This design comes from an exercise in tuning for small area and a short achievable clock period on the open sky130 flow, not from production work.
No run shown here included a check of the RTL's function; only the layout flow was run.
No activity file was given, so power comes from the tool's default toggle rates.

==> flow/design.v <==
package core_package;
typedef enum logic [3:0] {
    fetch, 
    decode,  
    execute,
    memory,
    WB,
    stall,
    flush
} state;
typedef enum logic [6:0] {
        OPCODE_LOAD     = 7'b00000_11,
        OPCODE_MISC_MEM = 7'b00011_11, 
        OPCODE_OP_IMM   = 7'b00100_11,  
        OPCODE_AUIPC    = 7'b00101_11, 
        OPCODE_STORE    = 7'b01000_11, 
        OPCODE_OP       = 7'b01100_11, 
        OPCODE_LUI      = 7'b01101_11, 
        OPCODE_BRANCH   = 7'b11000_11, 
        OPCODE_JALR     = 7'b11001_11, 
        OPCODE_JAL      = 7'b11011_11, 
        OPCODE_SYSTEM   = 7'b11100_11
    } opcode_e;
typedef enum {
        INSTR_TYPE_R,
        INSTR_TYPE_I,
        INSTR_TYPE_S,
        INSTR_TYPE_B,
        INSTR_TYPE_U,
        INSTR_TYPE_J,
        INSTR_TYPE_SYSTEM,
        INSTR_TYPE_UNKNOWN
} instr_type_e;
typedef enum {
        ALU_ADD,
        ALU_SUB,
        ALU_XOR,
        ALU_OR,
        ALU_AND,
        ALU_SLL,
        ALU_SLT,
        ALU_SLTU,
        ALU_SRA,
        ALU_SRL,
        ALU_JALR,
        ALU_EQ,
        ALU_NE,
        ALU_LT,
        ALU_LTU,
        ALU_GE,
        ALU_GEU
    } alu_op_e;
typedef enum logic[2:0] {
    LB  = 3'b000,
    LH  = 3'b001,
    LW  = 3'b010,
    LBU = 3'b100,
    LHU = 3'b101
} load_funct3_e;
typedef enum logic[2:0] {
    FENCE = 3'b000,
    FENCE_I = 3'b001
} misc_mem_funct3_e;
typedef enum logic[2:0] {
    ADDI = 3'b000,
    SLTI = 3'b010,
    SLTIU = 3'b011,
    XORI = 3'b100,
    ORI = 3'b110,
    ANDI = 3'b111,
    SLLI = 3'b001,
    SR_LA_I = 3'b101
} op_imm_funct3_e;
typedef enum logic[2:0] {
    SB = 3'b000,
    SH = 3'b001,
    SW = 3'b010
} store_funct3_e;
typedef enum logic[2:0] {
    ADD_SUB = 3'b000,
    SLL = 3'b001,
    SLT = 3'b010,
    SLTU = 3'b011,
    XOR = 3'b100,
    SR_LA = 3'b101,
    OR = 3'b110,
    AND = 3'b111
} op_funct3_e;
typedef enum logic[2:0] {
    BEQ = 3'b000,
    BNE = 3'b001,
    BLT = 3'b100,
    BGE = 3'b101,
    BLTU = 3'b110,
    BGEU = 3'b111
} branch_funct3_e;
typedef enum logic[2:0] {
    ECALL_EBREAK = 3'b000,
    CSRRW = 3'b001,
    CSRRS = 3'b010,
    CSRRC = 3'b011,
    CSRRWI = 3'b101,
    CSRRSI = 3'b110,
    CSRRCI = 3'b111
} system_funct3_e;
typedef enum logic [2:0] {
    MUL = 3'b000,
    MULH = 3'b001,
    MULHSU = 3'b010,
    MULHU = 3'b011,
    DIV = 3'b100,
    DIVU = 3'b101,
    REM = 3'b110,
    REMU = 3'b111
} md_funct3_e;
typedef enum logic [1:0]{
    u_mode = 2'b00,
    s_mode = 2'b01,
    h_mode = 2'b10,
    m_mode = 2'b11
} machine_mode_e;
typedef enum logic [11:0] {
    cycle = 12'hC00,
    utime = 12'hC01,
    instret = 12'hC02,
    cycleh = 12'hC80,
    timeh = 12'hC81,
    instreth = 12'hC82,
    sstatus = 12'h100,
    sie = 12'h104,
    stvec = 12'h105,
    scounteren = 12'h106,
    senvcfg = 12'h10A,
    sscratch = 12'h140,
    sepc = 12'h141,
    scause = 12'h142,
    stval = 12'h143,
    sip = 12'h144,
    satp = 12'h180,
    scontext = 12'h5A8,
    mvenderid = 12'hF11,
    marchid = 12'hF12,
    mimpid = 12'hF13,
    mhartid = 12'hF14,
    mconfigptr = 12'hF15,
    mstatus = 12'h300,
    misa = 12'h301,
    medeleg = 12'h302,
    mideleg = 12'h303,
    mie = 12'h304,
    mtvec = 12'h305,
    mcounteren = 12'h306,
    mstatush = 12'h310,
    mscratch = 12'h340,
    mepc = 12'h341,
    mcause = 12'h342,
    mtval = 12'h343,
    mip = 12'h344,
    mtinst = 12'h34A,
    mtval2 = 12'h34B,
    menvcfg = 12'h30A,
    menvcfgh = 12'h31A,
    mseccfg = 12'h747,
    mseccfgh = 12'h757,
    pmpcfg_start = 12'h3A0,
    pmpaddr_start = 12'h3B0,
    mcycle = 12'hB00,
    minstret = 12'hB02,
    mcycleh = 12'hB80,
    minstreth = 12'hB81,
    mcountinhibit = 12'h120,
    tselect = 12'h7A0,
    tdata1 = 12'h7A1,
    tdata2 = 12'h7A2,
    tdata3 = 12'h7A3,
    mcontext = 12'h7A8,
    dcsr = 12'h7B0,
    dpc = 12'h7B1,
    dscratch = 12'h7B2,
    dscratch1 = 12'h7B3,
    SM_RET = 12'b000_00010,
    WFI  = 12'b000_00101
} csr_e;
typedef enum logic [1:0] { 
    off = 2'b00,
    nondirty_claen_someOn = 2'b01,
    nonDirty_someClean = 2'b10,
    come_dirty = 2'b11
} csr_mstatus_XS_e;
typedef enum { 
    SD=31,
    TSR=22,
    TW=21,
    TVM=20,
    MXR=19,      
    SUM=18,
    MPRV=17,     
    MPP1=12,     
    MPP0=11,
    SPP=8,       
    MPIE=7,      
    UBE=6,
    SPIE=5,      
    MIE=3,       
    SIE=1        
} mstatus_field_e;
typedef enum { 
    MBE=5,       
    SBE=4        
 } mstatush_field_e;
typedef enum { 
    MEIP = 11,   
    SEIP = 9,    
    MTIP = 7,    
    STIP = 5,    
    MSIP = 3,    
    SSIP = 1     
} mip_field_e;
typedef enum { 
    MEIE = 11,   
    SEIE = 9,    
    MTIE = 7,    
    STIE = 5,    
    MSIE = 3,    
    SSIE = 1     
} mie_field_e;
typedef enum logic [7:0]{
    s_s_interrupt = 1,
    m_s_interrupt = 3,
    s_t_interrupt = 5,
    m_t_interrupt = 7,
    s_e_interrupt = 9,
    m_e_interrupt = 11
} mcause_interrupt_e;
typedef enum logic [7:0] {
    instruction_address_missaligmened = 0,
    instruction_access_fault = 1,
    illegal_instruction = 2,
    breakpoint = 3,
    load_address_misaligned = 4,
    load_access_fault = 5,
    store_address_misaligned = 6,
    store_access_fault = 7,
    environment_call_from_u_mode = 8,
    environment_call_from_s_mode = 9,
    environment_call_from_m_mode = 11,
    instruction_page_fault = 12,
    load_page_fault = 13,
    store_page_fault = 15
} mcause_nonInterrupt_e;
typedef enum logic [1:0] {
    Direct = 0,
    Vectored = 1
} mtvec_mode_e;
typedef enum {
    CY=0,
    TM=1,
    IR=2,
    HPM3=3
} mcounteren_field_e;
typedef enum {
    A=0,
    I=8,
    S=18,
    U=20
} misa_e;
endpackage
import core_package::*;
module ALU_pre (
    input   logic [4:0]     op_i,
    input   logic [31:0]    a_i,
    input   logic [31:0]    b_i,
    output  logic [31:0]    p_o,
    output  logic [31:0]    g_o,
    output  logic [3:0]     sel_o
);
    logic is_add, is_sub, is_xor, is_or, is_and, is_sll, is_sra, is_srl;
    logic is_jalr, is_eq, is_ne, is_cmp, is_scmp, is_lt, is_shr, is_sh;
    logic neg, arith, kx, kn;
    always_comb begin
        is_add  = op_i == 5'd0;
        is_sub  = op_i == 5'd1;
        is_xor  = op_i == 5'd2;
        is_or   = op_i == 5'd3;
        is_and  = op_i == 5'd4;
        is_sll  = op_i == 5'd5;
        is_sra  = op_i == 5'd8;
        is_srl  = op_i == 5'd9;
        is_jalr = op_i == 5'd10;
        is_eq   = op_i == 5'd11;
        is_ne   = op_i == 5'd12;
        is_cmp  = (op_i == 5'd6) | (op_i == 5'd7) | (op_i == 5'd13) |
                  (op_i == 5'd14) | (op_i == 5'd15) | (op_i == 5'd16);
        is_scmp = (op_i == 5'd6) | (op_i == 5'd13) | (op_i == 5'd15);
        is_lt   = (op_i == 5'd6) | (op_i == 5'd7) | (op_i == 5'd13) | (op_i == 5'd14);
        is_shr  = is_sra | is_srl;
        is_sh   = is_shr | is_sll;
        neg     = is_sub | is_cmp | is_eq | is_ne;
        arith   = is_add | is_jalr | is_sub | is_cmp;
        kx      = arith | is_xor | is_or | is_eq | is_ne;
        kn      = is_or | is_and;
    end
    logic [31:0] a_rev, pb, gb;
    always_comb for (int i = 0; i < 32; i++) a_rev[i] = a_i[31-i];
    logic big;
    assign big = |b_i[31:5];
    ALU_pre_bit u_bit [31:0] (
        .a_i   (a_i),
        .b_i   (b_i),
        .ar_i  (a_rev),
        .kxp_i (kx & ~neg),
        .kxn_i (kx & neg),
        .kn_i  (kn),
        .ka_i  (is_shr),
        .kr_i  (is_sll),
        .kg1_i (is_add | is_jalr),
        .kg0_i (is_sub | is_cmp),
        .p_o   (pb),
        .g_o   (gb)
    );
    always_comb begin
        p_o = pb;
        g_o = gb;
        if (is_scmp) g_o[31] = ~a_i[31] & b_i[31];
        if (is_jalr) p_o[0] = 1'b0;
        if (is_sub)  p_o[0] = a_i[0] ^ b_i[0];
        if (is_cmp)  p_o[0] = is_lt;
        if (is_eq)   p_o[0] = 1'b0;
        if (is_ne)   p_o[0] = 1'b1;
        if (is_sub | is_cmp) g_o[0] = a_i[0] | ~b_i[0];
        if (is_eq | is_ne)   g_o[0] = a_i[0] ~^ b_i[0];
        if (is_sh)   g_o = {26'b0, is_sra, b_i[4:0] | {5{big}}};
        sel_o = {is_sll & ~big, is_sra | (is_srl & ~big), is_cmp | is_eq | is_ne,
                 ~(is_sh | is_cmp | is_eq | is_ne)};
    end
endmodule
module ALU_pre_bit (
    input   logic   a_i,
    input   logic   b_i,
    input   logic   ar_i,
    input   logic   kxp_i,
    input   logic   kxn_i,
    input   logic   kn_i,
    input   logic   ka_i,
    input   logic   kr_i,
    input   logic   kg1_i,
    input   logic   kg0_i,
    output  logic   p_o,
    output  logic   g_o
);
    logic x, n;
    assign x   = a_i ^ b_i;
    assign n   = a_i & b_i;
    assign p_o = (x ? kxp_i : kxn_i) | (kn_i & n) | (ka_i & a_i) | (kr_i & ar_i);
    assign g_o = a_i & (b_i ? kg1_i : kg0_i);
endmodule
module ALU (
    input   logic [31:0]    p_i,
    input   logic [31:0]    g_i,
    input   logic [3:0]     sel_i,
    output  logic [31:0]    result_o
);
    logic [31:0] c;             
    ALU_carry u_carry (
        .p_i (p_i),
        .g_i (g_i),
        .c_o (c)
    );
    logic [31:0] sr;
    ALU_shift u_shift (
        .a_i    (p_i),
        .amt_i  (g_i[4:0]),
        .fill_i (g_i[5] & p_i[31]),
        .r_o    (sr)
    );
    ALU_select u_select (
        .p_i      (p_i),
        .c_i      (c),
        .sr_i     (sr),
        .sel_i    (sel_i),
        .result_o (result_o)
    );
endmodule
module ALU_select (
    input   logic [31:0]    p_i,
    input   logic [31:0]    c_i,
    input   logic [31:0]    sr_i,
    input   logic [3:0]     sel_i,
    output  logic [31:0]    result_o
);
    logic sel_sll, sel_shr, sel_cmp, sel_add;
    assign {sel_sll, sel_shr, sel_cmp, sel_add} = sel_i;
    logic [31:0] sr_rev;
    always_comb for (int i = 0; i < 32; i++) sr_rev[i] = sr_i[31-i];
    ALU_select_bit u_bit [31:1] (
        .p_i     (p_i[31:1]),
        .c_i     (c_i[31:1]),
        .sr_i    (sr_i[31:1]),
        .srr_i   (sr_rev[31:1]),
        .shr_i   (sel_shr),
        .sll_i   (sel_sll),
        .add_i   (sel_add),
        .y_o     (result_o[31:1])
    );
    always_comb begin
        logic o0;
        o0 = (sel_shr & sr_i[0]) | (sel_sll & sr_i[31]);
        result_o[0] = c_i[0] ? (o0 | (sel_add & p_i[0]) | (sel_cmp & ~p_i[0]))
                             : (o0 | ((sel_add | sel_cmp) & p_i[0]));
    end
endmodule
module ALU_select_bit (
    input   logic   p_i,
    input   logic   c_i,
    input   logic   sr_i,
    input   logic   srr_i,
    input   logic   shr_i,
    input   logic   sll_i,
    input   logic   add_i,
    output  logic   y_o
);
    logic o;
    assign o   = (shr_i & sr_i) | (sll_i & srr_i);
    assign y_o = c_i ? (o | (add_i & ~p_i)) : (o | (add_i & p_i));
endmodule
module ALU_carry (
    input   logic [31:0]    p_i,
    input   logic [31:0]    g_i,
    output  logic [31:0]    c_o
);
    logic [31:0] gl [0:6];
    logic [31:0] pl [0:6];
    always_comb begin
        gl[0] = g_i;
        pl[0] = {p_i[31:1], 1'b0};
        for (int i = 0; i < 32; i++) begin
            if (i & 1) begin
                gl[1][i] = gl[0][i] | (pl[0][i] & gl[0][i-1]);
                pl[1][i] = pl[0][i] & pl[0][i-1];
            end else begin
                gl[1][i] = gl[0][i];
                pl[1][i] = pl[0][i];
            end
        end
        for (int l = 1; l < 5; l++) begin
            for (int i = 0; i < 32; i++) begin
                if ((i & 1) && i >= (1 << l) + 1) begin
                    gl[l+1][i] = gl[l][i] | (pl[l][i] & gl[l][i - (1 << l)]);
                    pl[l+1][i] = pl[l][i] & pl[l][i - (1 << l)];
                end else begin
                    gl[l+1][i] = gl[l][i];
                    pl[l+1][i] = pl[l][i];
                end
            end
        end
        for (int i = 0; i < 32; i++) begin
            if (!(i & 1) && i > 0) begin
                gl[6][i] = gl[5][i] | (pl[5][i] & gl[5][i-1]);
                pl[6][i] = pl[5][i] & pl[5][i-1];
            end else begin
                gl[6][i] = gl[5][i];
                pl[6][i] = pl[5][i];
            end
        end
        c_o = {gl[6][30:0], gl[6][31]};
    end
endmodule
module ALU_shift (
    input   logic [31:0]    a_i,
    input   logic [4:0]     amt_i,
    input   logic           fill_i,
    output  logic [31:0]    r_o
);
    assign r_o = 32'($signed({fill_i, a_i}) >>> amt_i);
endmodule
module alu_stage (
    input   logic           clk,
    input   logic [4:0]     op,
    input   logic [31:0]    a,
    input   logic [31:0]    b,
    output  logic [31:0]    y
);
    logic [31:0] p_d, g_d, p_q, g_q;
    logic [3:0]  sel_d, sel_q;
    logic [31:0] result;
    ALU_pre u_pre (
        .op_i  (op),
        .a_i   (a),
        .b_i   (b),
        .p_o   (p_d),
        .g_o   (g_d),
        .sel_o (sel_d)
    );
    always_ff @(posedge clk) begin
        p_q   <= p_d;
        g_q   <= g_d;
        sel_q <= sel_d;
        y     <= result;
    end
    ALU u_alu (
        .p_i      (p_q),
        .g_i      (g_q),
        .sel_i    (sel_q),
        .result_o (result)
    );
endmodule
==> flow/flow/run.sh <==
#!/bin/bash
# Standard layout, with plain buffers (instead of the delay cells that
# buffer_ports picks by default) on the input and output ports.
set -euo pipefail
bash standard.sh BUFFER_PORTS_ARGS="-buffer_cell sky130_fd_sc_hd__buf_2" finish > standard_make.log 2>&1
==> flow/standard.sh <==
#!/bin/bash
# synth_recipe.tcl (not shown) runs the flow's synth.tcl, then flattens the netlist and writes it again
# the make line also repeats each setting of config.mk as NAME=value (left out here)
make -C /OpenROAD-flow-scripts/flow DESIGN_CONFIG=/design/flow/config.mk WORK_HOME=/design/flow/orfs CLKGATE_MAP_FILE= SYNTH_SCRIPT=/design/flow/synth_recipe.tcl "${@:-finish}"
==> flow/config.mk <==
export PLATFORM = sky130hd
export DESIGN_NAME = alu_stage
export DESIGN_NICKNAME = alu_stage
export VERILOG_FILES = /design/flow/design.v
export SDC_FILE = /design/flow/constraint.sdc
export NUM_CORES = 4
export LEC_CHECK = 0
export ABC_AREA = 0
export CAP_MARGIN = 20
export CORE_MARGIN = 2
export CORE_UTILIZATION = 40
export SETUP_SLACK_MARGIN = 3.0
export SLEW_MARGIN = 20
export SYNTH_HIERARCHICAL = 1
export TNS_END_PERCENT = 100
==> flow/constraint.sdc <==
create_clock -name core_clock -period 5.0 [get_ports {clk}]
set_input_delay 1.0000 -clock core_clock [delete_from_list [all_inputs] [get_ports {clk}]]
set_output_delay 1.0000 -clock core_clock [all_outputs]
set_load 0.01 [all_outputs]
==> insert_results.sql, run 1 <==
INSERT INTO impl_metrics (metric_group, metric, value, unit) VALUES
('power', 'total_power', '0.00285', 'W'),
('power', 'p_int', '0.00178', 'W'),
('placed_design', 'dpl-instance-area', '8900', 'µm²'),
('critical_path', 'critPathBufInv', '1', ''),
('logic_synthesis', 'synth_sequential_area_ratio', '0.240', ''),
('placed_design', 'hpwlAfterDp', '19900', 'µm'),
('logic_synthesis', 'ys_ff_latch', '100', ''),
('placed_design', 'placed_cell_count', '1238', ''),
('global_routing', 'antenna_found_initial', '0', ''),
('critical_path', 'worst_path_largest_cell_delay', '390', 'ps'),
('global_routing', 'grt_start_max_net_pins', '35', ''),
('placed_design', 'io_buffers', '101', ''),
('logic_synthesis', 'yosys_warnings', '12', ''),
('die', 'dieWidth', '148', 'µm'),
('layout', 'multi_input_area', '6390', 'µm²'),
('hold_path', 'hold_class', 'flop to flop', ''),
('route', 'post_drt_wl_per_cell', '23.7', 'µm'),
('critical_path', 'critical_path.endpoint_type', 'flop', ''),
('layout', 'final_cell_count_no_fill', '1346', ''),
('logic_synthesis', 'synth.avg_cell_area', '9.02', 'µm²'),
('timing', 'max_clock_freq', '414', 'MHz'),
('critical_path', 'worstPathMaxFanout', '6', ''),
('timing', 'min_period', '2410', 'ps'),
('layout', 'finish.instance_area', '11100', 'µm²'),
('timing', 'post-route-period-util', '0.483', ''),
('timing', 'clock-skew-final', '12.9', 'ps'),
('global_routing', 'number_of_global_route_vias_before_repair', '7465', ''),
('critical_path', 'r2r_slack', '2590', 'ps'),
('die', 'core_area', '20300', 'µm²'),
('timing', 'setup-tns-final', '0', 'ps'),
('route', 'drtIter0Drc', '821', ''),
('critical_path', 'worstPathRequired', '5240', 'ps'),
('global_routing', 'wire_length_of_the_first_global_routing_pass', '45200', 'µm'),
('global_routing', 'globalRouteOverflowTotal', '0', ''),
('route', 'post_drt_via_cell_ratio', '6.21', ''),
('layout', 'post_route_cells_drive_above_1_share', '0.362', ''),
('flow_run', 'maxCapViolCount', '0', ''),
('placed_design', 'gp_congestion', '0.959', ''),
('power', 'power.static_leakage', '4.75', 'nW'),
('die', 'num_io_pins', '102', ''),
('die', 'chipHeight', '148', 'µm'),
('cts', 'clk_pin_slew', '60', 'ps'),
('timing', 'rsz_0062_raised_after_global_routing', 'true', ''),
('power', 'part_of_the_power_in_the_clock_network', '0.231', ''),
('die', 'placementRows', '52', ''),
('logic_synthesis', 'postSynthNetCount', '1026', ''),
('timing', 'slew_headroom', '0.521', ''),
('layout', 'finish.net_count', '1174', ''),
('route', 'drt_pass1_iterations', '9', ''),
('route', 'drt.antenna.violating_nets', '0', ''),
('cts', 'worstSkewPairLatency', '370', 'ps'),
('logic_synthesis', 'postSynth.topFlopCell', 'dfxtp_1', ''),
('critical_path', 'cell_type_with_the_highest_occurrence_count_on_the_critical_path', 'a21o_1', ''),
('power', 'p_sw', '0.00106', 'W'),
('layout', 'syn2layout_area_growth', '33.1', '%'),
('critical_path', 'timing.critical_path.cells', 'buf_6 > a21o_1 > o2bb2ai_4 > a21o_1 > a31o_4 > a21o_4 > a311o_1 > xnor2_2 > o21ai_1', ''),
('power', 'max-vdd-ir-drop', '0.000151', 'V'),
('critical_path', 'setup.worst_path.class', 'flop to flop', ''),
('cts', 'number_of_buffers_added_by_the_clock_tree_synthesis_step', '9', ''),
('logic_synthesis', 'syn_area', '8330', 'µm²'),
('layout', 'register_area', '2040', 'µm²'),
('critical_path', 'arrival', '2650', 'ps'),
('global_routing', 'grt_usage', '0.267', ''),
('power', 'power.switching_fraction', '0.373', ''),
('logic_synthesis', 'synth-edff-count', '0', ''),
('die', 'floorplan.initialDensity', '0.410', ''),
('critical_path', 'cp_top_family', 'compound AO/OA/AOI/OAI gates', ''),
('status', 'outcome', 'finished clean', ''),
('die', 'fp.dieArea', '22000', 'µm²'),
('cts', 'cts_max_path_buffers', '2', ''),
('cts', 'cts.sink_count', '100', '');
worst paths after layout:
path	from	depth (start not counted)	endpoint
max	g_q[1]	9	y[23]
min	sel_q[1]	2	y[0]
max reg2reg	g_q[1]	9	y[23]
min reg2reg	sel_q[1]	2	y[0]
registers in the layout (all words and copies together) (netlist names):
signal	flops
g_q	32
p_q	32
y	32
sel_q	4
Yosys stat by module, one instance, submodules excluded, excerpt:
module	flip-flops and latches	cell area, µm²
alu_stage	100	2000
ALU_pre	0	1010
ALU_pre_bit	0	52.6
ALU_select	0	27.5
ALU_select_bit	0	25.0
ALU	0	6.26
area by class of cell:
cell class,count,share of cell area
inverters,52,0.0186
clock buffers,9,0.0203
multi-input cells,708,0.576
repair buffers,200,0.166
well taps,270,0.0305
clock inverters,7,0.00485
flip-flops and latches,100,0.184
per-stage QoR:
| stage | util | hold WS (ps) | setup WS [ps] |
|---|---|---|---|
| 2_1_floorplan | - | 416 | 2120 |
| 3_3_place_gp | 0.437 | 434 | 1440 |
| 3_5_place_dp | 0.438 | 424 | 1870 |
| 4_1_cts | 0.515 | 433 | 2590 |
| 5_1_grt | 0.546 | 464 | 2500 |
| 6_report | 0.546 | 436 | 2590 |
per-layer routing:
layer | part of all wire | global-route usage | vias up
li1 | - | - | 3788
met1 | 0.42 | 0.364 | 4030
met2 | 0.46 | 0.421 | 452
met3 | 0.070 | 0.0423 | 88
met4 | 0.046 | 0.113 | 0
met5 | 0 | 0 | -
power groups by stage:
stage	combinational (W)	clock, W	sequential, W
global route	0.00123	0.000702	0.00103
floorplan	0.000642	0	0.000999
CTS	0.00107	0.000677	0.00101
global placement	0.000860	0	0.00105
finish	0.00117	0.000658	0.00102
detailed placement	0.000858	0	0.00105
cell usage after synthesis (all sizes together) (5+ instances only):
cell / n / area share
mux4: 31 / 0.084
nand3: 5 / 0.0030
dfxtp: 100 / 0.24
a211oi: 5 / 0.0045
clkbuf: 9 / 0.0041
buf: 58 / 0.050
mux2i: 103 / 0.12
o221ai: 7 / 0.0074
nor3: 11 / 0.0066
mux2: 13 / 0.018
xnor2: 32 / 0.034
o21ai: 57 / 0.034
a222oi: 35 / 0.042
o211ai: 8 / 0.0072
nor2b: 39 / 0.029
a22oi: 33 / 0.030
ha: 33 / 0.050
nand2: 68 / 0.031
a21oi: 33 / 0.020
and2: 32 / 0.024
inv: 51 / 0.023
nor2: 44 / 0.020
nor4: 10 / 0.0075
a21o: 18 / 0.017
a221oi: 5 / 0.0060
o21bai: 5 / 0.0045
o31ai: 6 / 0.0054
nand2b: 7 / 0.0056
or2: 5 / 0.0038
worst register-to-register path, stage by stage, from the launching register on:
cell,delay (ps)
dfxtp_4,390
buf_6,160
a21o_1,200
o2bb2ai_4,160
a21o_1,210
a31o_4,270
a21o_4,240
a311o_1,350
xnor2_2,210
o21ai_1,110
logic make-up after synthesis:
group / Yosys count / synth area share
adder cells (fa/ha/maj): 34 / 0.0508
AND/OR/NAND/NOR: 233 / 0.143
XOR/XNOR: 35 / 0.0368
flip-flops: 100 / 0.240
multiplexers: 147 / 0.225
AO/OA/AOI/OAI: 255 / 0.226
buffers and inverters: 119 / 0.0775
what timing repair did:
action                     4_1_cts  5_1_grt
gates cloned                     8       10
setup endpoints to repair       98       95
pin swaps                       52       61
hold buffers                     0        0
resized for setup              148       68
setup buffers                   54       20
==> run 2, diff against run 1 <==
--- a/flow/design.v
+++ b/flow/design.v
@@ -330,5 +330,5 @@
         if (is_sub | is_cmp) g_o[0] = a_i[0] | ~b_i[0];
         if (is_eq | is_ne)   g_o[0] = a_i[0] ~^ b_i[0];
-        if (is_sh)   g_o = {26'b0, is_sra, b_i[4:0] | {5{big}}};
+        if (is_sh)   g_o[5:0] = {is_sra, b_i[4:0] | {5{big}}};   
         sel_o = {is_sll & ~big, is_sra | (is_srl & ~big), is_cmp | is_eq | is_ne,
                  ~(is_sh | is_cmp | is_eq | is_ne)};
==> insert_results.sql, run 2 <==
INSERT INTO impl_metrics (metric_group, metric, value, unit) VALUES
('placed_design', 'hpwlAfterDp', '19300', 'µm'),
('timing', 'timing.final.max_slew_violations', '0', ''),
('timing', 'clock-skew-final', '12.4', 'ps'),
('global_routing', 'antenna_found_initial', '1', ''),
('timing', 'finalSetupViolCount', '0', ''),
('route', 'route.detailed.drc', '0', ''),
('route', 'drt_wl_total', '30300', 'µm'),
('route', 'post_drt_via_cell_ratio', '6.16', ''),
('global_routing', 'grt_usage', '0.259', ''),
('logic_synthesis', 'yosys_warnings', '12', ''),
('global_routing', 'number_of_global_route_vias_before_repair', '7481', ''),
('critical_path', 'arrival', '2660', 'ps'),
('layout', 'filler_cell_count', '1803', ''),
('power', 'power.static_leakage', '4.67', 'nW'),
('cts', 'cts_tree', 'done', ''),
('cts', 'clk_pin_slew', '70', 'ps'),
('logic_synthesis', 'postSynth.topFlopCell', 'dfxtp_1', ''),
('critical_path', 'timing.critical_path.from_type', 'flop', ''),
('cts', 'h-tree-depth', '3', ''),
('layout', 'post_route_cells_drive_above_1_share', '0.371', ''),
('route', 'drt_pass1_iterations', '10', ''),
('timing', 'slew_headroom', '0.256', ''),
('cts', 'number_of_buffers_added_by_the_clock_tree_synthesis_step', '9', ''),
('logic_synthesis', 'synth_sequential_area_ratio', '0.242', ''),
('logic_synthesis', 'ys_ff_latch', '100', ''),
('critical_path', 'setup.worst_path.class', 'flop to flop', ''),
('die', 'placementRows', '52', ''),
('timing', 'post-route-period-util', '0.485', ''),
('status', 'outcome', 'finished clean', ''),
('layout', 'top_flop_regs', 'g_q x32, p_q x32, y x32', ''),
('timing', 'hold_violations', '0', ''),
('route', 'post_drt_wl_per_cell', '22.9', 'µm'),
('critical_path', 'worstPathMaxFanout', '6', ''),
('die', 'dieWidth', '148', 'µm'),
('route', 'vias', '8160', ''),
('route', 'drtIter0Drc', '921', ''),
('logic_synthesis', 'post_synth_most_frequent_cells', 'mux2i_1 (102), dfxtp_1 (100), nand2_1 (67)', ''),
('timing', 'rsz_0062_raised_after_global_routing', 'true', ''),
('timing', 'max_slew.worst_pin.slew', '1110', 'ps'),
('global_routing', 'wire_length_of_the_first_global_routing_pass', '43800', 'µm'),
('layout', 'layout_commonest_cell', 'buf_2', ''),
('logic_synthesis', 'synth.avg_cell_area', '9.02', 'µm²'),
('cts', 'cts.sink_count', '100', ''),
('die', 'chipHeight', '148', 'µm'),
('power', 'power_density', '271', 'nW/µm²'),
('timing', 'min_period', '2430', 'ps'),
('timing', 'max_clock_freq', '412', 'MHz'),
('layout', 'syn2layout_area_growth', '31.4', '%'),
('placed_design', 'io_buffers', '101', ''),
('cts', 'postCtsHoldBufs', '0', ''),
('logic_synthesis', 'synth.largest_area_cell', 'dfxtp_1', ''),
('logic_synthesis', 'synthArstFlopShare', '0', ''),
('die', 'core_area', '20300', 'µm²'),
('critical_path', 'r2r_slack', '2570', 'ps'),
('flow_run', 'maxCapViolCount', '0', ''),
('cts', 'worstSkewPairLatency', '370', 'ps'),
('die', 'num_io_pins', '102', ''),
('cts', 'cts_max_path_buffers', '2', ''),
('hold_path', 'hold_class', 'flop to flop', ''),
('critical_path', 'worstPathRequired', '5240', 'ps'),
('logic_synthesis', 'synth.top_cells.by_area', 'dfxtp_1 (24%), mux2i_1 (12%), mux4_2 (8.4%)', ''),
('logic_synthesis', 'post-synth-top-count-cell', 'mux2i_1', ''),
('global_routing', 'globalRouteOverflowTotal', '0', ''),
('logic_synthesis', 'synth-edff-count', '0', ''),
('logic_synthesis', 'post-synth-top-area-fraction', '0.242', ''),
('power', 'max-vdd-ir-drop', '0.000154', 'V'),
('critical_path', 'critical_path.endpoint_type', 'flop', ''),
('die', 'fp.dieArea', '21900', 'µm²'),
('cts', 'cts-root-buf', 'clkbuf_16', ''),
('logic_synthesis', 'postSynthNetCount', '1021', ''),
('layout', 'finish.net_count', '1151', ''),
('route', 'drt.antenna.violating_nets', '0', ''),
('timing', 'setup-tns-final', '0', 'ps'),
('power', 'total_power', '0.00295', 'W'),
('die', 'floorplan.initialDensity', '0.408', ''),
('placed_design', 'gp_congestion', '0.971', ''),
('layout', 'most-common-layout-cells', 'buf_2 (96), mux2i_1 (84), dfxtp_1 (84), nand2_1 (66), buf_4 (58)', ''),
('logic_synthesis', 'synthesis.instances', '918', ''),
('logic_synthesis', 'syn_area', '8280', 'µm²'),
('global_routing', 'grt_start_max_net_pins', '35', ''),
('logic_synthesis', 'netlist-cell-type-count', '76', '');
run 2: per-module statistics from Yosys (local to each module, per instance):
module | copies in the design | area (µm²)
ALU_shift | 1 | 2110
ALU_carry | 1 | 709
ALU | 1 | 6.26
alu_stage | 1 | 2000
ALU_select_bit | 31 | 25.0
ALU_pre_bit | 32 | 52.6
ALU_select | 1 | 27.5
ALU_pre | 1 | 968
run 2: metal layers:
metal,vias to the layer above,share of wire,GRT usage
li1,3711,-,-
met5,-,0,0
met4,0,0.036,0.107
met1,3946,0.42,0.344
met2,432,0.48,0.420
met3,71,0.067,0.0435
run 2: cell type report:
cell class | count | area [µm²] | area share
Clock inverter | 5 | 41.3 | 0.00379
Timing Repair Buffer | 204 | 1710 | 0.157
Inverter | 53 | 208 | 0.0191
Antenna cell | 1 | 2.50 | 0.000230
Tap cell | 270 | 338 | 0.0310
Multi-Input combinational cell | 680 | 6300 | 0.579
Clock buffer | 11 | 253 | 0.0232
Sequential cell | 100 | 2030 | 0.187
run 2: worst max-delay path, stage by stage (launching register included):
cell	delay (ps)
dfxtp_4	420
mux4_2	550
mux2_4	290
a222oi_1	470
o221ai_2	220
a22oi_1	250
o21ai_1	100
run 2: through the flow:
step / worst slack (ps) / area [µm²] / utilization / std cells / hold slack, ps
floorplan: 2140 / 8460 / - / 918 / 416
global placement: 1770 / 8720 / 0.429 / 1210 / 435
detailed placement: 1740 / 8720 / 0.429 / 1210 / 429
CTS: 2580 / 10300 / 0.508 / 1295 / 438
global route: 2490 / 10900 / 0.536 / 1323 / 463
finish: 2570 / 10900 / 0.536 / 1324 / 438
run 2: logic make-up (layout without fill, tap and decap cells):
logic type / after synthesis / in the layout / share of synthesized area
simple gates: 205 / 206 / 0.122
mux: 145 / 145 / 0.224
flops: 100 / 100 / 0.242
fa+ha+maj: 33 / 33 / 0.0499
xor+xnor: 35 / 35 / 0.0370
buf+inv: 141 / 273 / 0.0949
other cells: 0 / 1 / 0
compound gates: 259 / 261 / 0.231
run 2: worst paths after layout:
path         startpoint    to  cells after the start
max              g_q[1]  y[4]                      6
min            sel_q[1]  y[0]                      2
max reg2reg      g_q[1]  y[4]                      6
min reg2reg    sel_q[1]  y[0]                      2
run 2: report_power, final:
part,internal [W],switching [W],leakage (nW)
sequential,0.000890,0.000127,0.833
clock,0.000371,0.000332,0.144
combinational,0.000593,0.000639,3.69
run 2: timing repair:
| item | CTS | global route |
|---|---|---|
| resized for setup | 159 | 65 |
| endpoints found under the setup margin | 99 | 82 |
| pin swaps | 56 | 33 |
| gates cloned | 6 | 4 |
| buffers inserted | 63 | 24 |

## static timing again, ports no longer ideal
The results above use ideal ports. As a check the final layouts listed here were re-extracted and re-timed, cells and wires unchanged. Step 1 assumes that a clkbuf_16 drives the clock port and a buf_2 every other input. Step 2 also shifts input and output timing later by t, the mid clock arrival at the registers, as if the neighbouring blocks saw the same clock. a / b / c = ideal / step 1 / step 2; a / b = the first two.
run	t (ns)	setup WS [ns]	hold WS [ns]	worst setup path after step 2
run 1	0.403	2.586 / 2.586 / 2.270	0.436 / 0.436 / 0.436	input to register
run 2	0.404	2.573 / 2.573 / 2.269	0.438 / 0.438 / 0.438	input to register
After both steps setup and hold are still met in every run listed. The setup slack of run 1, which loses most, moves by 0.000 ns with the drivers and by -0.316 ns with both steps.
